From an optimization exercise on the open Yosys and OpenROAD flow, aimed at small area, a short achievable clock period and few clock cycles per item; shortcuts taken in it are not production practice. RTL that was checked went through simulation tests only; none was proved equivalent to the original. Only the layout flow was run in runs 2 to 6; the RTL was not checked for function there. Power and IR drop assume default switching activity.

--- flow/run.sh ---
#!/bin/bash
# synth_recipe.tcl (not shown) runs the flow's synth.tcl, then flattens the netlist and writes it again
# the make line also repeats each setting of config.mk as NAME=value (left out here)
make -C /OpenROAD-flow-scripts/flow DESIGN_CONFIG=/design/flow/config.mk WORK_HOME=/design/flow/orfs CLKGATE_MAP_FILE= SYNTH_SCRIPT=/design/flow/synth_recipe.tcl finish
--- flow/config.mk ---
export PLATFORM = sky130hd
export DESIGN_NAME = bin2BCD
export DESIGN_NICKNAME = bin2BCD
export VERILOG_FILES = /design/flow/design.v
export SDC_FILE = /design/flow/constraint.sdc
export NUM_CORES = 4
export LEC_CHECK = 0
export CAP_MARGIN = 20
export CORE_MARGIN = 2
export CORE_UTILIZATION = 40
export SLEW_MARGIN = 20
--- flow/constraint.sdc ---
create_clock -name core_clock -period 5.0 [get_ports {clk}]
set_input_delay 1.0000 -clock core_clock [delete_from_list [all_inputs] [get_ports {clk}]]
set_output_delay 1.0000 -clock core_clock [all_outputs]
set_load 0.01 [all_outputs]
--- flow/design.v ---
`timescale 1ns / 1ps
module bin2BCD(
    input           clk,
    input           rst,
    input           en,
    input   [11:0]  bin_d_in,
    output  [15:0]  bcd_d_out,
    output          rdy
    );
    reg [11:0] bin_q;
    reg        result_rdy;
    always @(posedge clk) begin
        bin_q      <= bin_d_in;
        result_rdy <= en & ~rst;
    end
    function [3:0] add3;
        input [3:0] d;
        add3 = (d > 4) ? d + 4'd3 : d;
    endfunction
    reg [27:0] s;
    integer i;
    always @(*) begin
        s = {16'b0, bin_q};
        for (i = 0; i < 12; i = i + 1) begin
            s[15:12] = add3(s[15:12]);
            s[19:16] = add3(s[19:16]);
            s[23:20] = add3(s[23:20]);
            s[27:24] = add3(s[27:24]);
            s = s << 1;
        end
    end
    assign bcd_d_out = s[27:12];
    assign rdy       = result_rdy;
endmodule
==> results of run 1 <==
layout make-up:
cell class	count	area (um^2)	area share, %
well taps	102	127.6	2.116
flip-flops and latches	13	262.8	4.356
multi-input cells	366	3457	57.31
clock inverters	1	5.005	0.08297
repair buffers	249	2027	33.60
clock buffers	3	41.29	0.6845
inverters	27	111.4	1.846
cells in the mapped netlist (3+ instances only):
cell type / number / area share, %
mux2i_1: 12 / 3.8
nor4_1: 5 / 0.99
nor2b_1: 4 / 0.79
clkbuf_1: 8 / 0.95
a21o_1: 3 / 0.72
mux2_2: 5 / 1.8
a211oi_1: 4 / 0.95
o2bb2ai_1: 3 / 0.83
buf_2: 10 / 1.6
buf_4: 3 / 0.72
xnor2_1: 12 / 3.3
a21oi_1: 31 / 4.9
a32o_1: 3 / 0.95
and4_1: 3 / 0.83
nand3_1: 13 / 2.1
nor2_1: 36 / 4.3
o22ai_1: 5 / 0.99
nor3b_1: 3 / 0.72
nand2b_1: 6 / 1.2
o21a_1: 4 / 0.95
buf_6: 6 / 2.1
nand4_1: 11 / 2.2
dfxtp_1: 13 / 8.3
o211ai_1: 17 / 4.1
nand2_1: 37 / 4.4
o21ai_0: 15 / 2.4
o21ai_1: 6 / 0.95
a21boi_0: 3 / 0.72
ha_1: 21 / 8.3
a31oi_1: 3 / 0.60
or4_1: 3 / 0.72
inv_1: 26 / 3.1
a221oi_1: 3 / 0.83
nor3_1: 18 / 2.9
a22oi_1: 4 / 0.95
a211o_1: 5 / 1.4
and2_1: 3 / 0.60
worst max-delay path, delay by kind of cell (launching register included):
family / cells / cell delay [ns]
buf+inv: 4 / 0.41
fa+ha+maj: 5 / 0.92
xor+xnor: 1 / 0.16
simple gates: 10 / 2.05
flops: 1 / 0.33
mux: 2 / 0.53
compound gates: 6 / 1.33
layout by cell type (no fill, tap or decap), drive strengths merged, types with 5 or more instances in the layout:
cell type and n:
dfxtp 13, a21boi 5, o22ai 6, buf 233, ha 21, a22oi 5, xnor2 13, inv 26
o211ai 19, nor2 39, a21oi 32, nor3 18, nand3 13, nor4 5, nand4 11, mux2 6
o21ai 21, clkdlybuf4s50 16, mux2i 13, nand2 39, a211o 5, nand2b 6
per-stage QoR:
step	setup slack [ns]	power [W]	instances	instance area (um^2)	hold slack, ns
CTS	-1.913	0.002615	749	5667	1.177
detailed placement	-2.125	0.002242	707	5084	1.453
global route	-2.276	0.003108	761	6032	1.182
finish	-1.998	0.002918	761	6032	1.176
floorplan	-1.786	0.001369	434	3580	1.028
global placement	-2.072	0.002200	707	5084	1.448
cells by family (layout without fill, tap and decap cells):
logic type               after synthesis  count (layout)
other                                  1               1
flip-flops                            13              13
buffers and inverters                 55             280
AND/OR/NAND/NOR                      158             158
multiplexers                          20              20
adder cells (fa/ha/maj)               21              21
AO/OA/AOI/OAI                        150             150
XOR/XNOR                              16              16
power groups by stage:
stage	Combinational [W]	Clock, W	Sequential (W)
finish	0.00269	0.000109	0.000114
global route	0.00288	0.000114	0.000115
CTS	0.00239	0.000108	0.000114
detailed placement	0.00213	0	0.000116
global placement	0.00208	0	0.000116
floorplan	0.00125	0	0.000115
state kept, by name, indices dropped and copies added (netlist names):
register / cells
bin_q: 12
result_rdy: 1
path summary, 6_finish.rpt:
check	endpoint	startpoint	cells past startpoint	slack, ns
worst max-delay path	bcd_d_out[4]	bin_q[10]	28	-2.00
worst min-delay path	bin_q[5]	bin_d_in[5]	1	1.18
timing repair:
action	4_1_cts	5_1_grt
buffers inserted	41	15
setup endpoints to repair	14	14
pin swaps	55	33
resized for setup	119	54
routing by layer:
metal | GRT usage [%] | wire length, um
met1 | 33.51 | 4946
met3 | 2.604 | 540
met4 | 3.676 | 167
met5 | 0 | 0
met2 | 47.26 | 5962
==> results.json, run 1 <==
{
  "cp-end-kind": "output port",
  "avgSynthCellArea_um2": 7.254,
  "ys_types": 89,
  "worstPathArrival_ns": 6.00,
  "vias": 4362,
  "gp_congestion": 0.9529,
  "synth_mux_area_share_pct": 7.393,
  "synth_seq_area_share_pct": 8.267,
  "cts.clk_slew.worst_paths_ns": 0.07,
  "setup_viol": 14,
  "cpPeakStageDelay_ns": 0.42,
  "period_needed_ns": 6.998,
  "cts-root-buf": "clkbuf_8",
  "h-tree-depth": 1,
  "path_common_cell": "ha_4",
  "synthAdderAreaFrac_pct": 8.347,
  "antenna_found_initial": 0,
  "setup.worst_path.class": "reg -> out",
  "drt_wl_total_mm": 11.62,
  "synth-xor-area-share_pct": 4.928,
  "status": "failed layout checks",
  "portBuffers": 30,
  "drc": 0,
  "grt_max_degree": 15,
  "slew_headroom_pct": 65.97,
  "p_seq_share_pct": 3.9,
  "critical_path_required_ns": 4.00,
  "pin_count": 32,
  "die_w_um": 92.72,
  "power.density_nw_per_um2": 483.7,
  "synth-seq-cells": 13,
  "drv_slew": 0,
  "net-switching-power_w": 0.001273,
  "ys.flop_type": "dfxtp_1",
  "synth_warnings": 1,
  "setup_tns_ns": -23.66,
  "die_h_um": 92.72,
  "die_area_um2": 8596,
  "viasPerCell": 5.732,
  "setup_ws_ns": -1.998,
  "min_path_type": "in -> reg",
  "rsz0062_at_grt": "yes",
  "netlist_area_um2": 3148,
  "hold_buffers": 0,
  "cts.sinks": 13,
  "clockBufferDepth": 2,
  "drt_first_iter_violations": 283,
  "routedWlPerCell_um": 15.26,
  "maxCapViolations": 0,
  "tightest_slew_ns": 0.5088,
  "drive_gt1_share_pct": 59.33,
  "grt_pass1_wl_mm": 18.82,
  "rows": 32,
  "violations": "negative setup slack",
  "hold_viol_final": 0,
  "synth_top_family_by_area": "compound AO/OA/AOI/OAI gates",
  "dp_hpwl_mm": 7.879,
  "track_usage_pct": 25.85,
  "utilization_pct": 78.47,
  "initial_core_util_pct": 40.95,
  "drt_pass1_iterations": 5,
  "power_frac_clock_pct": 3.7,
  "synthCells": 434,
  "power.leakage_nw": 2.613,
  "detail-route-antenna-nets": 0,
  "path_max_fanout": 7,
  "core_area_um2": 7687,
  "fin_crit_sh_pct": 140.0,
  "synth_nets": 470,
  "swShare_pct": 43.64,
  "area.growth.synth_to_final_pct": 91.61,
  "synth_edf_count": 0,
  "antenna_cells": 0,
  "nFillCells": 537,
  "clock.fmax_ghz": 0.1429,
  "cp-start-kind": "flip-flop",
  "grt_pass1_vias": 4200,
  "cp_slowest_cell": "or4_4",
  "synthArstFlopShare_pct": 0,
  "internal_power_w": 0.001644,
  "combPwrFrac_pct": 92.3,
  "synth_compound_area_share_pct": 36.80,
  "nets": 696,
  "yosys.area_share.simple_pct": 25.40,
  "cts_tree": "done",
  "ir_worst_vdd_mv": 0.6107,
  "grt_overflow": 0,
  "cts_buffers": 3
}
Testbench counts, summed over its fixed seeds: cycles 8,000, items 4,000.
==> inputs of run 2 (changes only) <==
==> flow/design.v (replaced) <==
`timescale 1ns / 1ps
module bin2BCD(
    input           clk,
    input           rst,
    input           en,
    input   [11:0]  bin_d_in,
    output  [15:0]  bcd_d_out,
    output          rdy
    );
    function [3:0] add3;
        input [3:0] d;
        reg o3;
        begin
            o3 = d[3] | (d[2] & (d[1] | d[0]));
            add3[3] = o3;
            add3[2] = (d[2] & ~d[1] & ~d[0]) | (d[3] & d[0]);
            add3[1] = (d[3] & ~d[0]) | (d[1] & ~d[2]) | (d[1] & d[0]);
            add3[0] = d[0] ^ o3;
        end
    endfunction
    function [27:0] step;
        input [27:0] x;
        begin
            step = {add3(x[27:24]), add3(x[23:20]), add3(x[19:16]), add3(x[15:12]), x[11:0]} << 1;
        end
    endfunction
    reg  [27:0] s1, s2;
    reg  [21:8] mid;
    reg         result_rdy;
    integer i;
    always @(*) begin
        s1 = {16'b0, bin_d_in};
        for (i = 0; i < 8; i = i + 1)
            s1 = step(s1);
    end
    always @(posedge clk) begin
        mid        <= s1[21:8];
        result_rdy <= en & ~rst;
    end
    always @(*) begin
        s2 = 28'b0;
        s2[21:8] = mid;
        for (i = 8; i < 12; i = i + 1)
            s2 = step(s2);
    end
    assign bcd_d_out = s2[27:12];
    assign rdy       = result_rdy;
endmodule
--- a/flow/config.mk
+++ b/flow/config.mk
@@ -6,4 +6,5 @@
 export NUM_CORES = 4
 export LEC_CHECK = 0
+export ABC_AREA = 1
 export CAP_MARGIN = 20
 export CORE_MARGIN = 2
==> run 2 against run 1 <==
  * Now clean on timing, DRC and antenna
  * Non-clock buffer count decreased by 219
  * Critical path depth down 10
  * Global-route usage is 11 points lower
  * Sequential share of layout area increased by 13 points
  * Synthesized cell count down 50%
  * Largest power group unchanged
  * Die area shrank 56%
  * Routed wire length shrank 78%
  * First-iteration DRC count is 87% lower
  * Total power is 73% lower
  * Clock power down 42%
==> results.json, run 2 <==
{
  "setup.worst_path.class": "reg -> out",
  "cpPeakStageDelay_ns": 0.53,
  "drt_wl_total_mm": 2.590,
  "final_common_cell": "nand2_1",
  "postCtsSetupBuffers": 0,
  "cts-resized-gates": 0,
  "routedWlPerCell_um": 8.810,
  "vias": 1382,
  "synthArstFlopShare_pct": 0,
  "drive_gt1_share_pct": 19.60,
  "dpl_cell_area_um2": 1668,
  "status": "finished clean",
  "power.leakage_nw": 0.8565,
  "setup_viol": 0,
  "rsz0062_at_grt": "no",
  "die_h_um": 61.61,
  "ys.flop_type": "dfxtp_1",
  "cts_tree": "done",
  "synth_area_leaders": "dfxtp_1, nand2_1, inv_1, nand2_2, o22ai_1",
  "cts.sinks": 15,
  "crit_chain": "o21ai_1 -> nand2_2 -> xor2_2 -> nand2_2 -> nand2_1 -> nand2_2 -> nand2_1 -> nand3_2 -> nand2_2 -> nand2_2 -> nand2_1 -> nand2_1 -> nand2_1 -> nand2_1 -> nand2_2 -> nand2_1 -> nand2_1 -> clkdlybuf4s50_1",
  "setup_tns_ns": 0,
  "maxCapViolations": 0,
  "drv_slew": 0,
  "critical_path_required_ns": 4.00,
  "layout.cells.non_filler": 294,
  "portBuffers": 30,
  "synth_most_common_cell": "nand2_1",
  "setup_ws_ns": 1.427,
  "die_area_um2": 3796,
  "grt_overflow": 0,
  "die_w_um": 61.61,
  "path_max_fanout": 5,
  "ys_types": 23,
  "synth_edf_count": 0,
  "synth_warnings": 1,
  "hold_viol_final": 0,
  "regMostFlops": "mid",
  "synth_nets": 233,
  "use_met2_pct": 27.67,
  "drc": 0,
  "most-common-layout-cells": "nand2_1, inv_1, clkdlybuf4s50_1",
  "synth-seq-cells": 15,
  "grt_pass1_wl_mm": 4.291,
  "h-tree-depth": 1,
  "place_ws_ns": 1.703,
  "viasPerCell": 4.701,
  "busiest_layer": "met2",
  "grt_pass1_vias": 1142,
  "drt_first_iter_violations": 38,
  "dp_hpwl_mm": 2.320,
  "gp_congestion": 0.7380,
  "synthCells": 218,
  "cp-start-kind": "flip-flop",
  "antenna_found_initial": 0,
  "core_area_um2": 3103,
  "drt_pass1_iterations": 4,
  "rows": 20,
  "largestRegisters": "mid (14), result_rdy (1)",
  "clockBufferDepth": 2,
  "track_usage_pct": 14.64,
  "avgSynthCellArea_um2": 6.090,
  "dp_cells": 290,
  "area.growth.synth_to_final_pct": 27.62,
  "worstPathArrival_ns": 2.57,
  "grtUsageMet1_pct": 16.46,
  "grt_max_degree": 9,
  "path_common_cell": "nand2_1",
  "timing.hold.ws_ns": 1.169,
  "detail-route-antenna-nets": 0,
  "fin_area_um2": 1694,
  "cp-end-kind": "output port",
  "antenna_cells": 0,
  "ir_worst_vdd_mv": 0.1675,
  "met3_usage_pct": 1.891,
  "fin_crit_sh_pct": 71.45,
  "power.density_nw_per_um2": 462.6,
  "cts_buffers": 3,
  "cts.clk_slew.worst_paths_ns": 0.08,
  "initial_core_util_pct": 42.78,
  "pin_count": 32,
  "period_needed_ns": 3.573,
  "synth_area_leader_cell": "dfxtp_1",
  "cts-root-buf": "clkbuf_4",
  "cp_slowest_cell": "clkdlybuf4s50_1",
  "clock.fmax_ghz": 0.2799,
  "netlist_area_um2": 1328,
  "synth_seq_area_share_pct": 22.62,
  "hold_buffers": 0,
  "min_path_type": "in -> reg",
  "nets": 266,
  "synth_common_cells": "nand2_1, inv_1, nand2_2",
  "synth_top_area_share_pct": 22.62,
  "largest_register_ffs": 14
}
==> run 2: logic make-up after synthesis <==
group | share of synthesized area (%)
other | 0.2825
AOI/OAI and AO/OA | 19.13
and+or+nand+nor | 39.21
DFF | 22.62
buffers and inverters | 15.55
xor gates and xnor gates | 3.205
==> run 2: critical path: cells and delay by family, from the launching register on <==
kind / cells / cell delay, ns
compound gates: 1 / 0.16
buf+inv: 1 / 0.53
simple gates: 15 / 1.10
xor+xnor: 1 / 0.17
flops: 1 / 0.32
==> run 2: final timing paths <==
kind	from	end	cells past startpoint
min	bin_d_in[3]	mid[11]	1
max	mid[17]	bcd_d_out[5]	18
==> run 2: stage by stage <==
stage,power [W],util [%]
after floorplan,0.0005130,-
after global placement,0.0007100,53.75
after detailed placement,0.0007279,53.75
after CTS,0.0007938,54.60
after global routing,0.0008611,54.60
final,0.0007837,54.60
==> run 2: area by class of cell <==
| cell class | count | area [um^2] |
|---|---|---|
| Clock buffer | 4 | 26.28 |
| Sequential cell | 15 | 300.3 |
| Inverter | 51 | 191.4 |
| Multi-Input combinational cell | 150 | 820.8 |
| Tap cell | 44 | 55.05 |
| Fill cell | 341 | 1409 |
| Timing Repair Buffer | 30 | 300.3 |
==> run 2: layer usage <==
metal	wire, um	part of all wire (%)	up-vias
li1	-	-	757
met1	1179	46	607
met2	1336	52	16
met3	48	1.9	2
met4	26	1.0	0
met5	0	0	-
==> run 2: power breakdown <==
part | switching [W] | internal [W] | leakage (nW)
combinational | 0.000312 | 0.000263 | 0.716
clock | 0.0000325 | 0.0000309 | 0.0150
sequential | 0.0000100 | 0.000136 | 0.126
total | 0.000354 | 0.000430 | 0.856
==> inputs of run 3 (changes only) <==
--- a/flow/design.v
+++ b/flow/design.v
@@ -26,20 +26,20 @@
     endfunction
     reg  [27:0] s1, s2;
-    reg  [21:8] mid;
+    reg  [18:6] mid;
     reg         result_rdy;
     integer i;
     always @(*) begin
         s1 = {16'b0, bin_d_in};
-        for (i = 0; i < 8; i = i + 1)
+        for (i = 0; i < 6; i = i + 1)
             s1 = step(s1);
     end
     always @(posedge clk) begin
-        mid        <= s1[21:8];
+        mid        <= s1[18:6];
         result_rdy <= en & ~rst;
     end
     always @(*) begin
         s2 = 28'b0;
-        s2[21:8] = mid;
-        for (i = 8; i < 12; i = i + 1)
+        s2[18:6] = mid;
+        for (i = 6; i < 12; i = i + 1)
             s2 = step(s2);
     end
==> run 3 against run 2 <==
  * First-iteration DRC count rose by 21%
  * Routed wire length down 8.1%
  * Clock-buffer cell count unchanged
  * Sequential share of layout area decreased by 1.8 points
  * Cell count rose by 1.4%
  * Maximum frequency fell by 13%
  * Critical path type unchanged
  * Highest routed layer unchanged
==> results.json, run 3 <==
{
  "status": "finished clean",
  "portBuffers": 30,
  "ys_types": 28,
  "initial_core_util_pct": 41.65,
  "cts-root-buf": "clkbuf_4",
  "avgSynthCellArea_um2": 6.267,
  "seq_area_um2": 280.3,
  "crit_chain": "inv_1 -> o22ai_2 -> inv_2 -> nand3_1 -> nand3_2 -> nand2_2 -> nand2_4 -> nand2_1 -> nand3_1 -> nand2_2 -> nand2_2 -> nand2_1 -> nand3_1 -> nand2_2 -> nand2_2 -> nand2_1 -> nand3_2 -> nand2_2 -> nand3_1 -> nand2_1 -> clkdlybuf4s50_1",
  "grt_overflow": 0,
  "multi_input_area_um2": 910.9,
  "power.density_nw_per_um2": 525.8,
  "utilization_pct": 53.10,
  "vias": 1344,
  "synth_nets": 235,
  "drc": 0,
  "viasPerCell": 4.510,
  "synth_edf_count": 0,
  "synth_area_leaders": "dfxtp_1, nand2_2, inv_1, nand2_1, nand3_1",
  "drv_slew": 0,
  "ys.flop_type": "dfxtp_1",
  "cts-resized-gates": 0,
  "cpPeakStageDelay_ns": 0.53,
  "drive_gt1_share_pct": 23.02,
  "setup.worst_path.class": "reg -> out",
  "critical_path_required_ns": 4.00,
  "ir_worst_vdd_mv": 0.2187,
  "dp_hpwl_mm": 2.075,
  "clock.fmax_ghz": 0.2423,
  "synth_common_cells": "inv_1, nand2_1, nand2_2",
  "antenna_found_initial": 0,
  "pin_count": 32,
  "cp-end-kind": "output port",
  "cts.clk_slew.worst_paths_ns": 0.09,
  "synth_top_area_share_pct": 20.33,
  "track_usage_pct": 13.14,
  "detail-route-antenna-nets": 0,
  "synth_area_leader_cell": "dfxtp_1",
  "die_h_um": 62.71,
  "grt_pass1_wl_mm": 4.395,
  "cp_slowest_cell": "clkdlybuf4s50_1",
  "postCtsSetupBuffers": 0,
  "path_common_cell": "nand2_2",
  "synth-seq-cells": 14,
  "die_area_um2": 3933,
  "core_area_um2": 3311,
  "gp_congestion": 0.7869,
  "period_needed_ns": 4.128,
  "h-tree-depth": 1,
  "synth_warnings": 1,
  "grt_max_degree": 9,
  "rows": 21,
  "hold_buffers": 0,
  "final_common_cell": "inv_1",
  "cp-start-kind": "flip-flop",
  "fin_crit_sh_pct": 82.55,
  "most-common-layout-cells": "inv_1, nand2_1, clkdlybuf4s50_1",
  "clockBufferDepth": 2,
  "netlist_area_um2": 1379,
  "maxCapViolations": 0,
  "setup_viol": 0,
  "largestRegisters": "mid (13), result_rdy (1)",
  "drt_pass1_iterations": 4,
  "synth_most_common_cell": "inv_1",
  "cts_buffers": 3,
  "grt_pass1_vias": 1161,
  "hold_viol_final": 0,
  "cts.sinks": 14,
  "antenna_cells": 0,
  "regMostFlops": "mid",
  "area.growth.synth_to_final_pct": 27.50,
  "power.leakage_nw": 0.8795,
  "p_total_w": 0.0009244,
  "routedWlPerCell_um": 7.990,
  "min_path_type": "in -> reg",
  "path_max_fanout": 6,
  "worstPathArrival_ns": 3.13,
  "cts_tree": "done",
  "nFillCells": 364,
  "drt_first_iter_violations": 46,
  "synthCells": 220,
  "largest_register_ffs": 13,
  "synth_seq_area_share_pct": 20.33,
  "nets": 268,
  "setup_tns_ns": 0,
  "die_w_um": 62.71,
  "timing.hold.ws_ns": 1.149,
  "drt_wl_total_mm": 2.381,
  "rsz0062_at_grt": "no",
  "synthArstFlopShare_pct": 0
}
## run 3: cell count changes after synthesis, moves of 5 or more
cell,previous run,this run
nor2_1,6,13
o22ai_1,16,11
nand3_1,13,18
nand3_2,7,2
nand2_1,47,37
inv_1,45,38
nand2_4,0,5
nand2_2,24,29
## run 3: report_power, final
| part | switching, W | internal (W) |
|---|---|---|
| registers | 0.00000773 | 0.000122 |
| clock network | 0.0000371 | 0.0000443 |
| logic | 0.000388 | 0.000326 |
## run 3: critical path: cells and delay by family, from the launching register on
| family | cells | cell delay, ns |
|---|---|---|
| AOI/OAI and AO/OA | 1 | 0.26 |
| buffers and inverters | 3 | 0.74 |
| and+or+nand+nor | 17 | 1.44 |
| DFF | 1 | 0.42 |
## run 3: worst paths after layout
check   startpoint      endpoint  slack [ns]  cells past startpoint
min    bin_d_in[2]        mid[8]        1.15                      1
max        mid[12]  bcd_d_out[1]        0.87                     21
## run 3: logic make-up after synthesis
kind of cell              count (synthesis)  share of synthesized area, %
and+or+nand+nor                         109                         41.47
other                                     1                        0.2720
AOI/OAI and AO/OA                        44                         21.78
xor gates and xnor gates                  4                         2.541
buffers and inverters                    48                         13.61
DFF                                      14                         20.33
## run 3: per-layer routing
layer / global-route usage, % / vias up / part of all wire, %
li1: - / 764 / -
met4: 5.000 / 0 / 0.71
met5: 0 / - / 0
met1: 17.74 / 561 / 54
met3: 1.081 / 2 / 2.1
met2: 21.77 / 17 / 44
## run 3: cell type report
| cell class | count | area share [%] |
|---|---|---|
| inverter | 46 | 9.822 |
| multi-input combinational | 158 | 51.81 |
| tap | 46 | 3.274 |
| timing repair buffer | 30 | 17.08 |
| sequential | 14 | 15.94 |
| clock buffer | 4 | 2.064 |
## run 3: through the flow
step           area (um^2)  std cells  worst slack, ns
2_1_floorplan         1379        220            1.764
3_5_place_dp          1722        294            1.169
6_report              1758        298           0.8723
4_1_cts               1758        298           0.8364
5_1_grt               1758        298           0.5181
3_3_place_gp          1722        294            1.203
==> inputs of run 4 (changes only) <==
--- a/flow/design.v
+++ b/flow/design.v
@@ -26,20 +26,20 @@
     endfunction
     reg  [27:0] s1, s2;
-    reg  [18:6] mid;
+    reg  [22:9] mid;
     reg         result_rdy;
     integer i;
     always @(*) begin
         s1 = {16'b0, bin_d_in};
-        for (i = 0; i < 6; i = i + 1)
+        for (i = 0; i < 9; i = i + 1)
             s1 = step(s1);
     end
     always @(posedge clk) begin
-        mid        <= s1[18:6];
+        mid        <= s1[22:9];
         result_rdy <= en & ~rst;
     end
     always @(*) begin
         s2 = 28'b0;
-        s2[18:6] = mid;
-        for (i = 6; i < 12; i = i + 1)
+        s2[22:9] = mid;
+        for (i = 9; i < 12; i = i + 1)
             s2 = step(s2);
     end
==> run 4 against run 3 <==
  * Critical path type unchanged
  * Core utilization rose by 1.2 points
  * Non-clock buffer count did not move
  * Largest cell class unchanged
  * Clock-buffer cell count is the same
  * Highest routed layer unchanged
  * Clock power shrank 21%
  * Flip-flop and latch count rose by 1
  * Critical endpoint unchanged
  * Still clean
==> results.json, run 4 <==
{
  "cts.clk_slew.worst_paths_ns": 0.08,
  "grt_pass1_vias": 1133,
  "rsz0062_at_grt": "no",
  "synth_seq_area_share_pct": 23.28,
  "synth-seq-cells": 15,
  "clockBufferDepth": 2,
  "cp_slowest_cell": "clkdlybuf4s50_1",
  "cts-resized-gates": 0,
  "gp_congestion": 0.7695,
  "synth_area_leader_cell": "dfxtp_1",
  "period_needed_ns": 3.755,
  "hold_viol_final": 0,
  "setup_viol": 0,
  "core_area_um2": 3053,
  "drv_slew": 0,
  "cpPeakStageDelay_ns": 0.55,
  "die_w_um": 60.79,
  "synth_nets": 223,
  "maxCapViolations": 0,
  "synth_most_common_cell": "inv_1",
  "synth_top_area_share_pct": 23.28,
  "initial_core_util_pct": 42.25,
  "utilization_pct": 54.26,
  "drt_pass1_iterations": 4,
  "min_path_type": "in -> reg",
  "cts.sinks": 15,
  "portBuffers": 30,
  "nets": 256,
  "setup.worst_path.class": "reg -> out",
  "timing.hold.ws_ns": 1.161,
  "hold_buffers": 0,
  "cp-start-kind": "flip-flop",
  "crit_chain": "inv_1 -> nand2_1 -> a21oi_2 -> xor2_1 -> nand2_1 -> nand2_1 -> nand2_1 -> xor2_1 -> nor2_1 -> o21ai_1 -> xor2_1 -> clkdlybuf4s50_1",
  "cts_buffers": 3,
  "die_area_um2": 3695,
  "h-tree-depth": 1,
  "grt_pass1_wl_mm": 4.126,
  "grt_max_degree": 9,
  "worstPathArrival_ns": 2.76,
  "cp-end-kind": "output port",
  "synthArstFlopShare_pct": 0,
  "ys.flop_type": "dfxtp_1",
  "fin_crit_sh_pct": 75.11,
  "synthCells": 208,
  "nFillCells": 318,
  "largestRegisters": "mid (14), result_rdy (1)",
  "detail-route-antenna-nets": 0,
  "drt_wl_total_mm": 2.363,
  "synth_warnings": 1,
  "multi_input_area_um2": 798.3,
  "track_usage_pct": 14.35,
  "path_delay_family": "buffers and inverters",
  "setup_tns_ns": 0,
  "antenna_cells": 0,
  "area.growth.synth_to_final_pct": 28.42,
  "ir_worst_vdd_mv": 0.1625,
  "clock.fmax_ghz": 0.2663,
  "routedWlPerCell_um": 8.320,
  "vias": 1324,
  "viasPerCell": 4.662,
  "postCtsSetupBuffers": 0,
  "p_total_w": 0.0007841,
  "path_buf_inv": 2,
  "critical_path_required_ns": 4.00,
  "grt_overflow": 0,
  "power.density_nw_per_um2": 473.3,
  "synth_common_cells": "inv_1, nand2_1, nand2_2",
  "drt_first_iter_violations": 38,
  "place_ws_ns": 1.515,
  "largest_register_ffs": 14,
  "most-common-layout-cells": "inv_1, nand2_1, clkdlybuf4s50_1",
  "drc": 0,
  "seq_area_um2": 300.3,
  "avgSynthCellArea_um2": 6.202,
  "power.leakage_nw": 0.8030,
  "synth_edf_count": 0,
  "die_h_um": 60.79,
  "cts_tree": "done",
  "netlist_area_um2": 1290,
  "path_max_fanout": 7,
  "regMostFlops": "mid",
  "dp_hpwl_mm": 2.110,
  "path_common_cell": "nand2_1",
  "synth_area_leaders": "dfxtp_1, inv_1, nand2_1, nand2_2, o22ai_1",
  "antenna_found_initial": 0,
  "final_common_cell": "inv_1",
  "rows": 20,
  "pin_count": 32,
  "setup_ws_ns": 1.245,
  "status": "finished clean",
  "drive_gt1_share_pct": 17.92,
  "cts-root-buf": "clkbuf_4",
  "ys_types": 24
}
-- run 4: cell count changes in the layout (fill, tap and decap cells not counted), sizes merged, moves of 2 or more --
cell,delta
a21oi,+5
xor2,+3
inv,+2
o21bai,+2
nand2,-12
nand3,-5
o21ai,-3
nor2,-3
and2,-2
-- run 4: kinds of logic (layout without fill, tap and decap cells) --
kind of cell / Yosys count / in the layout / share of synthesized area [%]
and+or+nand+nor: 87 / 87 / 33.85
xor gates and xnor gates: 8 / 8 / 5.432
buffers and inverters: 49 / 81 / 14.84
DFF: 15 / 15 / 23.28
AOI/OAI and AO/OA: 48 / 48 / 22.31
other: 1 / 1 / 0.2907
-- run 4: per-stage QoR --
| step | instances | area, um^2 |
|---|---|---|
| 2_1_floorplan | 208 | 1290 |
| 3_3_place_gp | 280 | 1630 |
| 3_5_place_dp | 280 | 1630 |
| 4_1_cts | 284 | 1657 |
| 5_1_grt | 284 | 1657 |
| 6_report | 284 | 1657 |
-- run 4: worst paths after layout --
kind / depth (start not counted) / to / startpoint / slack, ns
worst max-delay path: 12 / bcd_d_out[1] / mid[12] / 1.24
worst min-delay path: 1 / mid[10] / bin_d_in[1] / 1.16
-- run 4: final cells by class --
class                           instances  area share (%)
Sequential cell                        15           18.13
Inverter                               47           10.65
Clock buffer                            4           1.586
Multi-Input combinational cell        144           48.19
Timing Repair Buffer                   30           18.13
Tap cell                               44           3.323
-- run 4: routing by layer --
layer / GRT usage (%) / vias to the layer above / part of all wire (%) / wire [um]
met5: 0 / - / 0 / 0
met4: 4.658 / 0 / 0.80 / 19
met3: 2.559 / 2 / 3.3 / 78
met2: 25.96 / 25 / 49 / 1157
met1: 17.05 / 575 / 47 / 1108
li1: - / 722 / - / -
-- run 4: power by group --
group	leakage (nW)	switching [W]	internal, W
Clock	0.0150	0.0000333	0.0000309
Combinational	0.662	0.000288	0.000274
Sequential	0.126	0.0000161	0.000142
==> inputs of run 5 (changes only) <==
--- a/flow/design.v
+++ b/flow/design.v
@@ -26,20 +26,20 @@
     endfunction
     reg  [27:0] s1, s2;
-    reg  [22:9] mid;
+    reg  [26:12] mid;
     reg         result_rdy;
     integer i;
     always @(*) begin
         s1 = {16'b0, bin_d_in};
-        for (i = 0; i < 9; i = i + 1)
+        for (i = 0; i < 12; i = i + 1)
             s1 = step(s1);
     end
     always @(posedge clk) begin
-        mid        <= s1[22:9];
+        mid        <= s1[26:12];
         result_rdy <= en & ~rst;
     end
     always @(*) begin
         s2 = 28'b0;
-        s2[22:9] = mid;
-        for (i = 9; i < 12; i = i + 1)
+        s2[26:12] = mid;
+        for (i = 12; i < 12; i = i + 1)
             s2 = step(s2);
     end
==> run 5 against run 4 <==
  * Via count rose by 1.6%
  * Core utilization fell by 1.0 points
  * Cell count rose by 5.6%
  * Clock-buffer cell count fell by 1
  * Critical path type is now in -> reg
  * Critical endpoint is now mid[17]
==> results.json, run 5 <==
{
  "synth_nets": 237,
  "portBuffers": 30,
  "cp-start-kind": "primary input",
  "area.growth.synth_to_final_pct": 26.05,
  "utilization_pct": 53.23,
  "drt_first_iter_violations": 52,
  "drv_slew": 0,
  "nets": 271,
  "min_path_type": "in -> reg",
  "cts-root-buf": "clkbuf_4",
  "path_max_fanout": 5,
  "regMostFlops": "mid",
  "p_seq_share_pct": 24.2,
  "setup.worst_path.class": "in -> reg",
  "clockBufferDepth": 2,
  "die_h_um": 63.82,
  "ys_types": 28,
  "most-common-layout-cells": "nand2_1, inv_1, clkdlybuf4s50_1",
  "track_usage_pct": 12.14,
  "grt_pass1_vias": 1095,
  "seq_area_um2": 320.3,
  "cts_buffers": 3,
  "synth_common_cells": "nand2_1, inv_1, nand2_2",
  "net-switching-power_w": 0.0003418,
  "period_needed_ns": 4.090,
  "die_area_um2": 4073,
  "die_w_um": 63.82,
  "pin_count": 32,
  "critical_path_required_ns": 5.18,
  "cp_slowest_cell": "clkdlybuf4s50_1",
  "synth_warnings": 1,
  "vias": 1345,
  "cts-resized-gates": 0,
  "synthCells": 222,
  "routedWlPerCell_um": 7.980,
  "multi_input_area_um2": 935.9,
  "synth_seq_area_share_pct": 22.38,
  "drive_gt1_share_pct": 25.98,
  "fin_crit_sh_pct": 81.79,
  "drt_wl_total_mm": 2.394,
  "p_total_w": 0.0007749,
  "synth_edf_count": 0,
  "combPwrFrac_pct": 68.0,
  "gp_congestion": 0.7452,
  "nFillCells": 344,
  "grt_overflow": 0,
  "grt_max_degree": 9,
  "power.leakage_nw": 0.8877,
  "synth_area_leaders": "dfxtp_1, nand2_2, nand2_1, inv_1, nand3_1",
  "min_path_cells": 1,
  "timing.hold.ws_ns": 1.174,
  "dp_hpwl_mm": 2.090,
  "grt_pass1_wl_mm": 4.167,
  "largest_register_ffs": 15,
  "synthArstFlopShare_pct": 0,
  "cts_tree": "done",
  "detail-route-antenna-nets": 0,
  "hold_path_end": "mid[12]",
  "clock.fmax_ghz": 0.2445,
  "initial_core_util_pct": 42.23,
  "path_common_cell": "nand2_2",
  "ys.flop_type": "dfxtp_1",
  "synth_top_area_share_pct": 22.38,
  "status": "finished clean",
  "core_area_um2": 3390,
  "min_from": "bin_d_in[0]",
  "hold_viol_final": 0,
  "viasPerCell": 4.483,
  "drt_pass1_iterations": 4,
  "worstPathArrival_ns": 4.26,
  "power.density_nw_per_um2": 429.5,
  "setup_tns_ns": 0,
  "maxCapViolations": 0,
  "cts.sinks": 16,
  "synth_area_leader_cell": "dfxtp_1",
  "internal_power_w": 0.0004331,
  "rows": 21,
  "swShare_pct": 44.11,
  "power_frac_clock_pct": 7.8,
  "antenna_found_initial": 0,
  "setup_viol": 0,
  "hold_buffers": 0,
  "antenna_cells": 0,
  "ir_worst_vdd_mv": 0.1338,
  "cpPeakStageDelay_ns": 0.45,
  "synth-seq-cells": 16,
  "largestRegisters": "mid (15), result_rdy (1)",
  "cts.clk_slew.worst_paths_ns": 0.08,
  "avgSynthCellArea_um2": 6.448,
  "drc": 0,
  "final_common_cell": "nand2_1",
  "netlist_area_um2": 1431,
  "h-tree-depth": 1,
  "synth_most_common_cell": "nand2_1",
  "cp-end-kind": "flip-flop",
  "postCtsSetupBuffers": 0,
  "rsz0062_at_grt": "no"
}
## run 5: worst max-delay path by stage
stage | from | end | cells past startpoint
2_1_floorplan | bin_d_in[10] | mid[13] | 34
3_3_place_gp | bin_d_in[10] | mid[14] | 25
3_5_place_dp | bin_d_in[10] | mid[13] | 35
4_1_cts | bin_d_in[10] | mid[17] | 35
5_1_grt | bin_d_in[10] | mid[14] | 31
6_report | bin_d_in[10] | mid[17] | 35
## run 5: layout make-up
class	count	share of cell area, %
sequential	16	17.75
tap	46	3.190
timing repair buffer	30	16.64
multi-input combinational	161	51.87
inverter	44	9.293
clock buffer	3	1.248
## run 5: critical path, delay by kind of cell
family	cells	cell delay, ns
compound gates	1	0.24
buf+inv	2	0.53
simple gates	32	2.48
## run 5: power groups by stage
stage	Sequential, W	Clock (W)	Combinational, W
floorplan	0.000217	0	0.000354
CTS	0.000188	0.0000637	0.000531
global route	0.000191	0.0000704	0.000589
finish	0.000187	0.0000606	0.000527
detailed placement	0.000191	0	0.000529
global placement	0.000190	0	0.000528
## run 5: through the flow
stage          worst slack [ns]  area, um^2  cells
2_1_floorplan             1.401        1431    222
3_3_place_gp             0.5539        1782    297
3_5_place_dp             0.5983        1782    297
4_1_cts                  0.8804        1804    300
5_1_grt                  0.4660        1804    300
6_report                 0.9104        1804    300
## run 5: cell families (layout without fill, tap and decap cells)
logic type / after synthesis / after routing / share of synthesized area [%]
and+or+nand+nor: 120 / 120 / 45.72
buffers and inverters: 45 / 77 / 12.24
AOI/OAI and AO/OA: 37 / 37 / 17.57
DFF: 16 / 16 / 22.38
xor gates and xnor gates: 3 / 3 / 1.836
other: 1 / 1 / 0.2620
## run 5: per-layer routing
metal / global-route usage [%] / vias up / part of all wire, %
li1: - / 766 / -
met1: 16.76 / 556 / 53
met2: 19.27 / 21 / 44
met3: 0.7042 / 2 / 2.3
met4: 5.707 / 0 / 0.46
met5: 0 / - / 0
==> inputs of run 6 (changes only) <==
--- a/flow/design.v
+++ b/flow/design.v
@@ -26,20 +26,20 @@
     endfunction
     reg  [27:0] s1, s2;
-    reg  [26:12] mid;
+    reg  [25:11] mid;
     reg         result_rdy;
     integer i;
     always @(*) begin
         s1 = {16'b0, bin_d_in};
-        for (i = 0; i < 12; i = i + 1)
+        for (i = 0; i < 11; i = i + 1)
             s1 = step(s1);
     end
     always @(posedge clk) begin
-        mid        <= s1[26:12];
+        mid        <= s1[25:11];
         result_rdy <= en & ~rst;
     end
     always @(*) begin
         s2 = 28'b0;
-        s2[26:12] = mid;
-        for (i = 12; i < 12; i = i + 1)
+        s2[25:11] = mid;
+        for (i = 11; i < 12; i = i + 1)
             s2 = step(s2);
     end
==> run 6 against run 5 <==
  * Cell area decreased by 5.7%
  * Largest power group unchanged
  * Total power is 4.1% lower
  * Routed wire length increased by 9.1%
  * Synthesized cell count down 3.6%
  * Largest cell class unchanged
  * Global-route usage grew 3.0 points
  * Highest routed layer unchanged
==> results.json, run 6 <==
{
  "netlist_area_um2": 1336,
  "path_buf_inv": 2,
  "drv_slew": 0,
  "grt_max_degree": 10,
  "h-tree-depth": 1,
  "cts_buffers": 3,
  "synth-xor-area-share_pct": 2.622,
  "multi_input_area_um2": 824.5,
  "detail-route-antenna-nets": 0,
  "path_max_fanout": 6,
  "power.density_nw_per_um2": 436.7,
  "period_needed_ns": 3.756,
  "die_area_um2": 3819,
  "drt_pass1_iterations": 4,
  "hold_buffers": 0,
  "hold_viol_final": 0,
  "setup.worst_path.class": "in -> reg",
  "cp-start-kind": "primary input",
  "dpl_cell_area_um2": 1665,
  "fin_crit_sh_pct": 75.13,
  "drt_first_iter_violations": 27,
  "power.leakage_nw": 0.8301,
  "antenna_cells": 0,
  "grt_pass1_wl_mm": 4.491,
  "clockBufferDepth": 2,
  "layout.cells.non_filler": 288,
  "avgSynthCellArea_um2": 6.244,
  "synthCells": 214,
  "ys_types": 26,
  "place_ws_ns": 0.9572,
  "nFillCells": 316,
  "synth_top_area_share_pct": 23.97,
  "dp_cells": 284,
  "cp_slowest_cell": "clkdlybuf4s50_1",
  "worstPathArrival_ns": 3.93,
  "critical_path_required_ns": 5.18,
  "status": "finished clean",
  "drt_wl_total_mm": 2.612,
  "synth-seq-cells": 16,
  "ir_worst_vdd_mv": 0.1300,
  "path_common_cell": "nand2_2",
  "setup_viol": 0,
  "synth_seq_area_share_pct": 23.97,
  "synth_area_leader_cell": "dfxtp_1",
  "cts-resized-gates": 0,
  "maxCapViolations": 0,
  "cp-end-kind": "flip-flop",
  "clock.fmax_ghz": 0.2662,
  "synth_area_leaders": "dfxtp_1, nand2_2, nand2_1, inv_1, nand3_1",
  "die_h_um": 61.80,
  "synthAdderAreaFrac_pct": 0,
  "synth_mux_area_share_pct": 0,
  "area.growth.synth_to_final_pct": 27.34,
  "final_common_cell": "nand2_1",
  "die_w_um": 61.80,
  "postCtsSetupBuffers": 0,
  "core_area_um2": 3128,
  "cpPeakStageDelay_ns": 0.55,
  "fin_area_um2": 1702,
  "most-common-layout-cells": "nand2_1, inv_1, clkdlybuf4s50_1",
  "track_usage_pct": 15.10,
  "synth_edf_count": 0,
  "path_delay_family": "simple AND/OR/NAND/NOR gates",
  "synthArstFlopShare_pct": 0,
  "regMostFlops": "mid",
  "dp_hpwl_mm": 2.317,
  "synth_warnings": 1,
  "setup_ws_ns": 1.244,
  "antenna_found_initial": 0,
  "synth_top_family_by_area": "simple AND/OR/NAND/NOR gates",
  "routedWlPerCell_um": 9.069,
  "cts_tree": "done",
  "yosys.area_share.simple_pct": 39.23,
  "rows": 20,
  "cts.sinks": 16,
  "portBuffers": 30,
  "setup_tns_ns": 0,
  "grt_pass1_vias": 1223,
  "grt_overflow": 0,
  "synth_common_cells": "nand2_1, inv_1, nand2_2",
  "largest_register_ffs": 15,
  "ys.flop_type": "dfxtp_1",
  "seq_area_um2": 320.3,
  "vias": 1365,
  "gp_congestion": 0.7678,
  "synth_nets": 229,
  "drive_gt1_share_pct": 21.72,
  "rsz0062_at_grt": "no",
  "min_path_type": "in -> reg",
  "p_total_w": 0.0007430,
  "largestRegisters": "mid (15), result_rdy (1)",
  "synth_most_common_cell": "nand2_1",
  "cts.clk_slew.worst_paths_ns": 0.08,
  "drc": 0,
  "nets": 260,
  "pin_count": 32,
  "initial_core_util_pct": 42.72,
  "synth_compound_area_share_pct": 19.57,
  "cts-root-buf": "clkbuf_4",
  "viasPerCell": 4.740
}
==> run 6: changes by cell type in the layout (fill, tap and decap cells not counted), moves of 4 or more <==
| cell | change |
|---|---|
| o21ai_0 | +9 |
| nand2_1 | -8 |
| nand2_4 | -5 |
| inv_2 | +4 |
| nand3_1 | -4 |
==> run 6: final timing paths <==
kind              endpoint  depth (start not counted)   startpoint  slack [ns]
setup / recovery   mid[13]                         32  bin_d_in[9]        1.24
hold / removal     mid[11]                          1  bin_d_in[0]        1.16
==> run 6: logic make-up (layout without fill, tap and decap cells) <==
family,count (synthesis),count (layout)
xor gates and xnor gates,4,4
DFF,16,16
and+or+nand+nor,102,102
buffers and inverters,48,78
AOI/OAI and AO/OA,43,43
other,1,1
==> run 6: report_power, final <==
group | leakage [nW] | switching, W | total [W] | internal (W)
Clock | 0.0210 | 0.0000374 | 0.0000817 | 0.0000443
Sequential | 0.134 | 0.0000252 | 0.000195 | 0.000170
Combinational | 0.675 | 0.000244 | 0.000466 | 0.000222
==> run 6: layout make-up <==
type	count	area share [%]
flip-flops and latches	16	18.82
inverters	44	9.706
multi-input cells	150	48.46
repair buffers	30	17.65
well taps	44	3.235
clock buffers	4	2.132
==> run 6: layer usage <==
| metal | track usage (%) | vias up | wire [um] |
|---|---|---|---|
| li1 | - | 740 | - |
| met1 | 15.41 | 597 | 1142 |
| met2 | 31.43 | 24 | 1364 |
| met3 | 1.449 | 4 | 77 |
| met4 | 4.559 | 0 | 27 |
| met5 | 0 | - | 0 |
==> run 6: metrics by stage <==
step	hold slack (ns)	util (%)
2_1_floorplan	1.028	-
3_3_place_gp	1.450	53.24
3_5_place_dp	1.459	53.24
4_1_cts	1.162	54.40
5_1_grt	1.151	54.40
6_report	1.163	54.40
==> inputs of run 7 (changes only) <==
--- a/flow/design.v
+++ b/flow/design.v
@@ -26,20 +26,20 @@
     endfunction
     reg  [27:0] s1, s2;
-    reg  [25:11] mid;
+    reg  [24:10] mid;
     reg         result_rdy;
     integer i;
     always @(*) begin
         s1 = {16'b0, bin_d_in};
-        for (i = 0; i < 11; i = i + 1)
+        for (i = 0; i < 10; i = i + 1)
             s1 = step(s1);
     end
     always @(posedge clk) begin
-        mid        <= s1[25:11];
+        mid        <= s1[24:10];
         result_rdy <= en & ~rst;
     end
     always @(*) begin
         s2 = 28'b0;
-        s2[25:11] = mid;
-        for (i = 11; i < 12; i = i + 1)
+        s2[24:10] = mid;
+        for (i = 10; i < 12; i = i + 1)
             s2 = step(s2);
     end
==> run 7 against run 6 <==
  * Core utilization is 0.25 points lower
  * Clock-buffer cell count is 1 lower
  * First-iteration DRC count is 22% higher
  * Cell count is 0.35% higher
  * Critical endpoint unchanged
  * Global-route usage is 0.41 points higher
  * Total power is 3.9% higher
  * Synthesized cell count is 0.47% higher
  * Largest power group unchanged
  * Area after synthesis is 1.1% lower
  * Non-clock buffer count stayed put
  * Via count is 1.6% lower
  * Critical path type unchanged
  * Largest cell class unchanged
==> results.json, run 7 <==
{
  "drc": 0,
  "pin_count": 32,
  "synth_most_common_cell": "inv_1",
  "fin_crit_sh_pct": 67.91,
  "die_h_um": 61.48,
  "critical_path_required_ns": 5.19,
  "die_area_um2": 3779,
  "grt_overflow": 0,
  "cts-resized-gates": 0,
  "cts_tree": "done",
  "largestRegisters": "mid (15), result_rdy (1)",
  "maxCapViolations": 0,
  "postCtsSetupBuffers": 0,
  "area.growth.synth_to_final_pct": 27.18,
  "drt_first_iter_violations": 33,
  "synth_common_cells": "inv_1, nand2_1, o22ai_1",
  "min_path_type": "in -> reg",
  "portBuffers": 30,
  "met3_usage_pct": 3.151,
  "worstPathArrival_ns": 3.58,
  "routedWlPerCell_um": 9.211,
  "avgSynthCellArea_um2": 6.145,
  "synth_area_leaders": "dfxtp_1, inv_1, nand2_1, o22ai_1, nand2_2",
  "nFillCells": 333,
  "gp_congestion": 0.7450,
  "nets": 262,
  "synthCells": 215,
  "hold_viol_final": 0,
  "cp-start-kind": "primary input",
  "initial_core_util_pct": 42.58,
  "setup_tns_ns": 0,
  "clockBufferDepth": 2,
  "track_usage_pct": 15.50,
  "timing.hold.ws_ns": 1.157,
  "period_needed_ns": 3.396,
  "grtUsageMet1_pct": 17.49,
  "grt_max_degree": 9,
  "synth_edf_count": 0,
  "rsz0062_at_grt": "no",
  "synth_seq_area_share_pct": 24.24,
  "rows": 20,
  "h-tree-depth": 1,
  "synth_warnings": 1,
  "path_max_fanout": 5,
  "cp-startpoint": "bin_d_in[11]",
  "synth_area_leader_cell": "dfxtp_1",
  "hold_buffers": 0,
  "final_common_cell": "inv_1",
  "place_ws_ns": 1.275,
  "setup_viol": 0,
  "synth-seq-cells": 16,
  "die_w_um": 61.48,
  "detail-route-antenna-nets": 0,
  "viasPerCell": 4.647,
  "netlist_area_um2": 1321,
  "ys.flop_type": "dfxtp_1",
  "antenna_found_initial": 0,
  "vias": 1343,
  "largest_register_ffs": 15,
  "use_met2_pct": 28.27,
  "grt_pass1_vias": 1140,
  "grt_pass1_wl_mm": 4.402,
  "cts_buffers": 3,
  "setup.worst_path.class": "in -> reg",
  "antenna_cells": 0,
  "status": "finished clean",
  "synth_top_area_share_pct": 24.24,
  "cts-root-buf": "clkbuf_4",
  "ys_types": 23,
  "power.density_nw_per_um2": 459.3,
  "regMostFlops": "mid",
  "clock.fmax_ghz": 0.2945,
  "power.leakage_nw": 0.8611,
  "drt_wl_total_mm": 2.662,
  "synth_nets": 230,
  "drive_gt1_share_pct": 14.29,
  "busiest_layer": "met2",
  "cts.clk_slew.worst_paths_ns": 0.08,
  "drv_slew": 0,
  "cts.sinks": 16,
  "utilization_pct": 54.15,
  "most-common-layout-cells": "inv_1, nand2_1, clkdlybuf4s50_1",
  "synthArstFlopShare_pct": 0,
  "cp-end-kind": "flip-flop",
  "core_area_um2": 3103,
  "min_from": "bin_d_in[1]",
  "setup_ws_ns": 1.604,
  "dp_hpwl_mm": 2.368,
  "ir_worst_vdd_mv": 0.1401,
  "drt_pass1_iterations": 4
}
==> run 7: final timing paths <==
| path | to | slack [ns] | cells past startpoint |
|---|---|---|---|
| worst min-delay path | mid[11] | 1.16 | 1 |
| worst max-delay path | mid[13] | 1.60 | 20 |
==> run 7: critical path, cell delays in order <==
cell and delay [ns]:
clkdlybuf4s50_1 0.54, nand3_1 0.19, o21ai_1 0.32, inv_2 0.09
o22ai_1 0.24, nand2_1 0.10, nand2_1 0.07, o21ai_0 0.13
nand2_2 0.13, nand2_4 0.07, nand2_2 0.08, nand3_2 0.06
nand2_2 0.09, nand2_4 0.08, nand2_2 0.08, nand3_2 0.08
nand2_2 0.08, nand2_2 0.05, nand2_1 0.05, nand2_1 0.04
==> run 7: report_power, final <==
part	internal [W]	switching [W]
combinational	0.000254	0.000273
sequential	0.000160	0.0000210
clock	0.0000280	0.0000360
total	0.000442	0.000330
==> run 7: routing by layer <==
layer / part of all wire, % / vias up
met1: 46 / 583
li1: - / 739
met2: 50 / 17
met3: 3.0 / 4
met4: 1.3 / 0
met5: 0 / -
==> run 7: logic make-up after synthesis <==
logic type      count (synthesis)  share of synthesized area (%)
compound gates                 44                          21.50
flops                          16                          24.24
other cells                     1                         0.2838
buf+inv                        55                          16.19
simple gates                   93                          33.81
xor+xnor                        6                          3.977
==> run 7: per-stage QoR <==
step / instances / power, W / cell area [um^2]
2_1_floorplan: 215 / 0.0005005 / 1321
3_3_place_gp: 286 / 0.0006985 / 1658
3_5_place_dp: 286 / 0.0007153 / 1658
4_1_cts: 289 / 0.0007796 / 1680
5_1_grt: 289 / 0.0008444 / 1680
6_report: 289 / 0.0007718 / 1680
==> run 7: area by class of cell <==
type | instances | area, um^2 | share of cell area, %
multi-input cells | 144 | 787.0 | 46.84
flip-flops and latches | 16 | 320.3 | 19.06
repair buffers | 30 | 300.3 | 17.87
inverters | 52 | 195.2 | 11.62
well taps | 44 | 55.05 | 3.276
clock buffers | 3 | 22.52 | 1.340
Testbench counts of run 7, summed over its fixed seeds: cycles 8,000, items 4,000.
==> inputs of run 8 (changes only) <==
==> flow/flow/run.sh (new file) <==
#!/bin/bash
# Standard ORFS layout, with the smallest buffer (buf_1) as the port buffer.
set -euo pipefail
export BUFFER_PORTS_ARGS="-buffer_cell sky130_fd_sc_hd__buf_1"
bash standard.sh finish > flow_make.log 2>&1
==> flow/standard.sh (new file) <==
#!/bin/bash
# synth_recipe.tcl (not shown) runs the flow's synth.tcl, then flattens the netlist and writes it again
# the make line also repeats each setting of config.mk as NAME=value (left out here)
make -C /OpenROAD-flow-scripts/flow DESIGN_CONFIG=/design/flow/config.mk WORK_HOME=/design/flow/orfs CLKGATE_MAP_FILE= SYNTH_SCRIPT=/design/flow/synth_recipe.tcl "${@:-finish}"
--- a/flow/config.mk
+++ b/flow/config.mk
@@ -10,3 +10,4 @@
 export CORE_MARGIN = 2
 export CORE_UTILIZATION = 40
+export SETUP_SLACK_MARGIN = 2.4
 export SLEW_MARGIN = 20
removed: flow/run.sh
==> run 8 against run 7 <==
  * Flip-flop and latch count unchanged
  * Cell area grew 15%
  * Routed wire length rose by 5.0%
  * First-iteration DRC count is 18% lower
  * Global-route usage decreased by 1.2 points
  * Clock power increased by 27%
  * Die area unchanged
  * Highest routed layer unchanged
  * Combinational power grew 8.2%
  * Total power is 9.0% higher
==> results.json, run 8 <==
{
  "status": "finished clean",
  "gp_congestion": 0.7557,
  "routedWlPerCell_um": 9.075,
  "period_needed_ns": 2.841,
  "drv_slew": 0,
  "clockBufferDepth": 2,
  "grt_max_degree": 10,
  "maxCapViolations": 0,
  "synth_common_cells": "inv_1, nand2_1, o22ai_1",
  "worstPathArrival_ns": 3.03,
  "rows": 20,
  "path_common_cell": "nand2_2",
  "antenna_cells": 0,
  "drc": 0,
  "core_area_um2": 3103,
  "power.density_nw_per_um2": 436.4,
  "fin_crit_sh_pct": 56.83,
  "seq_area_um2": 331.6,
  "viasPerCell": 4.627,
  "ir_worst_vdd_mv": 0.1300,
  "cp-end-kind": "flip-flop",
  "portBuffers": 30,
  "cpPeakStageDelay_ns": 0.21,
  "synth_top_area_share_pct": 24.24,
  "synthCells": 215,
  "track_usage_pct": 14.35,
  "synth_area_leader_cell": "dfxtp_1",
  "min_path_type": "in -> reg",
  "avgSynthCellArea_um2": 6.145,
  "grt_pass1_vias": 1105,
  "power.leakage_nw": 0.9750,
  "synth_seq_area_share_pct": 24.24,
  "grt_pass1_wl_mm": 4.146,
  "antenna_found_initial": 0,
  "cts.sinks": 16,
  "vias": 1425,
  "largest_register_ffs": 15,
  "final_common_cell": "inv_1",
  "cts_tree": "done",
  "regMostFlops": "mid",
  "synth_edf_count": 0,
  "synth_most_common_cell": "inv_1",
  "detail-route-antenna-nets": 0,
  "hold_viol_final": 0,
  "cts_buffers": 3,
  "drt_wl_total_mm": 2.795,
  "setup_tns_ns": 0,
  "cts.clk_slew.worst_paths_ns": 0.09,
  "die_h_um": 61.48,
  "largestRegisters": "mid (15), result_rdy (1)",
  "dp_hpwl_mm": 1.942,
  "netlist_area_um2": 1321,
  "die_area_um2": 3779,
  "crit_chain": "buf_8 -> inv_8 -> buf_4 -> nand3_4 -> o21ai_4 -> inv_2 -> nand3_1 -> nand3_2 -> nand2_2 -> nand2_4 -> nand2_2 -> nand3_2 -> nand2_2 -> nand2_4 -> nand2_4 -> nand3_2 -> nand2_2 -> nand2_4 -> nand2_4 -> nand3_2 -> nand2_2 -> nand2_2 -> nand2_1 -> nand2_1",
  "cp_slowest_cell": "o21ai_4",
  "setup.worst_path.class": "in -> reg",
  "ys.flop_type": "dfxtp_1",
  "p_total_w": 0.0008414,
  "multi_input_area_um2": 1001,
  "grt_overflow": 0,
  "pin_count": 32,
  "clock.fmax_ghz": 0.3519,
  "rsz0062_at_grt": "yes",
  "nFillCells": 307,
  "path_max_fanout": 6,
  "initial_core_util_pct": 42.58,
  "nets": 280,
  "area.growth.synth_to_final_pct": 45.93,
  "most-common-layout-cells": "inv_1, nand2_1, nand2_2, buf_1, buf_4",
  "dp_cells": 286,
  "synth_nets": 230,
  "drt_first_iter_violations": 27,
  "cts-root-buf": "clkbuf_4",
  "synthArstFlopShare_pct": 0,
  "synth_area_leaders": "dfxtp_1, inv_1, nand2_1, o22ai_1, nand2_2",
  "critical_path_required_ns": 5.19,
  "synth_warnings": 1,
  "setup_viol": 0,
  "layout.cells.non_filler": 308,
  "synth-seq-cells": 16,
  "drive_gt1_share_pct": 42.42,
  "h-tree-depth": 1,
  "ys_types": 23,
  "drt_pass1_iterations": 5,
  "utilization_pct": 62.14,
  "die_w_um": 61.48,
  "cp-start-kind": "primary input"
}
[run 8: cell types whose count changed in the layout (fill, tap and decap cells not counted), moves of 6 or more]
cell / before / now
buf_4: 0 / 17
buf_1: 0 / 20
buf_2: 0 / 6
nand2_1: 42 / 31
inv_2: 5 / 12
clkdlybuf4s50_1: 30 / 0
inv_1: 47 / 38
[run 8: kinds of logic (layout without fill, tap and decap cells)]
kind of cell	Yosys count	count (layout)	share of synthesized area, %
buffers and inverters	55	104	16.19
other	1	1	0.2838
AO/OA/AOI/OAI	44	44	21.50
AND/OR/NAND/NOR	93	93	33.81
XOR/XNOR	6	6	3.977
flip-flops	16	16	24.24
[run 8: repair_timing]
| action | 4_1_cts | 5_1_grt |
|---|---|---|
| endpoints found under the setup margin | 18 | 22 |
| hold buffers | 0 | 0 |
| resized for setup | 45 | 40 |
| pin swaps | 18 | 22 |
| buffers inserted | 11 | 7 |
[run 8: area by class of cell]
type	instances	area share, %
multi-input combinational	144	51.91
sequential	16	17.20
inverter	52	10.64
clock buffer	4	1.882
tap	44	2.855
timing repair buffer	48	15.51
[run 8: metal layers]
metal	global-route usage, %	vias to the layer above	routed length (um)
met5	0	-	0
met4	4.559	0	31
met3	3.151	4	65
met2	23.86	19	1419
met1	18.53	626	1278
li1	-	776	-
[run 8: power by group]
group	leakage (nW)	switching, W	internal [W]
clock	0.0210	0.0000371	0.0000443
combinational	0.819	0.000319	0.000251
sequential	0.135	0.0000254	0.000165
total	0.975	0.000382	0.000460
[run 8: worst paths after layout]
path / startpoint / endpoint / slack, ns / cells past startpoint
max: bin_d_in[9] / mid[13] / 2.16 / 24
min: bin_d_in[1] / mid[11] / 0.80 / 1
[run 8: stage by stage]
stage	hold WS (ns)	area, um^2	worst slack, ns
6_report	0.8002	1928	2.159
2_1_floorplan	1.028	1353	2.121
3_3_place_gp	1.092	1501	1.574
3_5_place_dp	1.093	1501	1.568
4_1_cts	0.7899	1769	2.228
5_1_grt	0.7871	1928	1.984
[run 8: critical path: cells and delay by family]
kind            cells  cell delay (ns)
compound gates      1             0.21
buf+inv             4             0.35
simple gates       19             1.47
==> inputs of run 9 (changes only) <==
--- a/flow/config.mk
+++ b/flow/config.mk
@@ -10,4 +10,5 @@
 export CORE_MARGIN = 2
 export CORE_UTILIZATION = 40
-export SETUP_SLACK_MARGIN = 2.4
+export CTS_CLUSTER_DIAMETER = 200
+export CTS_CLUSTER_SIZE = 40
 export SLEW_MARGIN = 20
==> run 9 against run 8 <==
  * Worst hold slack gained 0.0029 ns
  * Flip-flop and latch count unchanged
  * Via count down 9.3%
  * Cell count down 5.8%
  * Largest cell class unchanged
  * Area after synthesis unchanged
  * Critical path depth is 8 lower
  * Still clean on timing, DRC and antenna
==> results.json, run 9 <==
{
  "ys_types": 23,
  "grt_max_degree": 10,
  "most-common-layout-cells": "inv_1, nand2_1, buf_1",
  "drc": 0,
  "nFillCells": 362,
  "synth_area_leaders": "dfxtp_1, inv_1, nand2_1, o22ai_1, nand2_2",
  "hold_path_end": "mid[12]",
  "drt_first_iter_violations": 47,
  "portBuffers": 30,
  "cp-start-kind": "primary input",
  "setup_viol": 0,
  "synth_common_cells": "inv_1, nand2_1, o22ai_1",
  "grt_overflow": 0,
  "cp_slowest_cell": "o21ai_1",
  "ir_worst_vdd_mv": 0.1192,
  "synth_warnings": 1,
  "min_from": "bin_d_in[2]",
  "setup_tns_ns": 0,
  "grt_pass1_wl_mm": 3.677,
  "p_total_w": 0.0006694,
  "pin_count": 32,
  "die_w_um": 61.48,
  "power.leakage_nw": 0.7886,
  "synth_nets": 230,
  "synth-seq-cells": 16,
  "routedWlPerCell_um": 7.497,
  "synthCells": 215,
  "cts-root-buf": "clkbuf_4",
  "cpPeakStageDelay_ns": 0.33,
  "critical_path_required_ns": 5.19,
  "synth_most_common_cell": "inv_1",
  "largest_register_ffs": 15,
  "cts.sinks": 16,
  "clock.fmax_ghz": 0.3370,
  "core_area_um2": 3103,
  "drive_gt1_share_pct": 14.63,
  "h-tree-depth": 1,
  "ys.flop_type": "dfxtp_1",
  "cts_tree": "done",
  "cts-resized-gates": 0,
  "worstPathArrival_ns": 3.15,
  "hold_buffers": 0,
  "final_common_cell": "inv_1",
  "synth_top_area_share_pct": 24.24,
  "vias": 1292,
  "cts_buffers": 3,
  "power.density_nw_per_um2": 444.4,
  "gp_congestion": 0.7736,
  "cts.clk_slew.worst_paths_ns": 0.09,
  "synth_edf_count": 0,
  "nets": 262,
  "die_area_um2": 3779,
  "synth_seq_area_share_pct": 24.24,
  "antenna_found_initial": 0,
  "initial_core_util_pct": 42.58,
  "maxCapViolations": 0,
  "path_max_fanout": 4,
  "area.growth.synth_to_final_pct": 14.01,
  "grt_pass1_vias": 1019,
  "min_path_cells": 1,
  "fin_crit_sh_pct": 59.34,
  "status": "finished clean",
  "synthArstFlopShare_pct": 0,
  "antenna_cells": 0,
  "rows": 20,
  "drt_pass1_iterations": 4,
  "die_h_um": 61.48,
  "rsz0062_at_grt": "no",
  "regMostFlops": "mid",
  "crit_chain": "buf_1 -> nand3_1 -> o21ai_1 -> inv_2 -> o22ai_1 -> nand2_1 -> o22ai_1 -> inv_1 -> o21ai_0 -> nand2_2 -> nand3_1 -> nand3_2 -> nand2_2 -> nand2_2 -> nand2_1 -> nand2_1",
  "drt_wl_total_mm": 2.174,
  "dp_hpwl_mm": 1.923,
  "largestRegisters": "mid (15), result_rdy (1)",
  "period_needed_ns": 2.967,
  "clockBufferDepth": 2,
  "hold_viol_final": 0,
  "drv_slew": 0,
  "setup.worst_path.class": "in -> reg",
  "path_buf_inv": 3,
  "netlist_area_um2": 1321,
  "detail-route-antenna-nets": 0,
  "postCtsSetupBuffers": 0,
  "min_path_type": "in -> reg",
  "path_delay_family": "compound AO/OA/AOI/OAI gates",
  "cp-end-kind": "flip-flop",
  "track_usage_pct": 12.60,
  "viasPerCell": 4.455,
  "synth_area_leader_cell": "dfxtp_1",
  "avgSynthCellArea_um2": 6.145
}
## run 9: stage by stage
step | util [%] | area (um^2) | worst slack (ns) | cells | hold slack (ns)
6_report | 48.55 | 1506 | 2.033 | 290 | 0.8030
5_1_grt | 48.55 | 1506 | 1.644 | 290 | 0.7834
4_1_cts | 48.55 | 1506 | 2.024 | 290 | 0.7938
3_5_place_dp | 47.38 | 1470 | 1.719 | 286 | 1.097
3_3_place_gp | 47.38 | 1470 | 1.677 | 286 | 1.092
2_1_floorplan | - | 1321 | 2.073 | 215 | 1.028
## run 9: final cells by class
class                   instances  area, um^2  share of cell area [%]
inverters                      52       195.2                   12.96
flip-flops and latches         16       320.3                   21.26
clock buffers                   4       36.28                   2.409
multi-input cells             144       787.0                   52.24
repair buffers                 30       112.6                   7.475
well taps                      44       55.05                   3.654
## run 9: per-layer routing
layer	global-route usage, %	routed length, um	up-vias
met2	21.28	949	19
li1	-	-	744
met5	0	0	-
met1	15.91	1134	525
met3	1.891	55	4
met4	5.471	34	0
## run 9: cell families after synthesis
logic type                after synthesis  synth area share [%]
and+or+nand+nor                        93                 33.81
buffers and inverters                  55                 16.19
AOI/OAI and AO/OA                      44                 21.50
DFF                                    16                 24.24
xor gates and xnor gates                6                 3.977
other                                   1                0.2838
## run 9: worst max path at each step
stage | startpoint | endpoint | cells past startpoint | slack, ns
finish | bin_d_in[11] | mid[13] | 16 | 2.03
global route | bin_d_in[11] | mid[14] | 21 | 1.64
CTS | bin_d_in[9] | mid[13] | 17 | 2.02
detailed placement | bin_d_in[11] | mid[13] | 16 | 1.72
global placement | bin_d_in[9] | mid[13] | 17 | 1.68
floorplan | bin_d_in[9] | mid[13] | 16 | 2.07
## run 9: power breakdown
group / switching, W / leakage [nW] / internal, W / total [W]
Sequential: 0.0000195 / 0.134 / 0.000160 / 0.000179
Combinational: 0.000262 / 0.634 / 0.000147 / 0.000409
Clock: 0.0000368 / 0.0210 / 0.0000443 / 0.0000811
Total: 0.000319 / 0.789 / 0.000351 / 0.000669

[re-timing with driven ports]
In the flow no input, the clock included, has a driving cell. The finished layouts below were timed again as built, in two steps. Step 1 assumes that a clkbuf_16 drives the clock port and a buf_2 every other input. Step 2 times the ports against the registers' clock, not the clock port: input delays grow and output delays shrink by t, the midpoint of the rising clock arrivals with the driver on. Three values: ideal, step 1, step 2; two values: the first two.
run | shift t [ns] | slack for setup (ns) | latest minus earliest clock arrival (ns) | worst slew at a driven data input, ns
run 1 | 0.284 | -1.998 / -2.025 / -1.740 | 0.003 / 0.003 | 0.03
run 2 | 0.287 | 1.427 / 1.407 / 1.694 | 0.001 / 0.001 | 0.04
run 3 | 0.295 | 0.872 / 0.854 / 1.149 | 0.009 / 0.009 | 0.03
run 4 | 0.289 | 1.245 / 1.225 / 1.515 | 0.003 / 0.003 | 0.04
run 5 | 0.288 | 0.910 / 0.909 / 0.621 | 0.003 / 0.003 | 0.04
run 6 | 0.296 | 1.244 / 1.241 / 0.944 | 0.005 / 0.005 | 0.03
run 7 | 0.301 | 1.604 / 1.598 / 1.297 | 0.005 / 0.005 | 0.04
run 8 | 0.298 | 2.159 / 2.130 / 1.832 | 0.006 / 0.007 | 0.07
run 9 | 0.298 | 2.033 / 2.035 / 1.736 | 0.007 / 0.007 | 0.03
For run 8, which loses most, drivers alone change the setup slack by -0.029 ns; drivers and shift together by -0.327 ns.
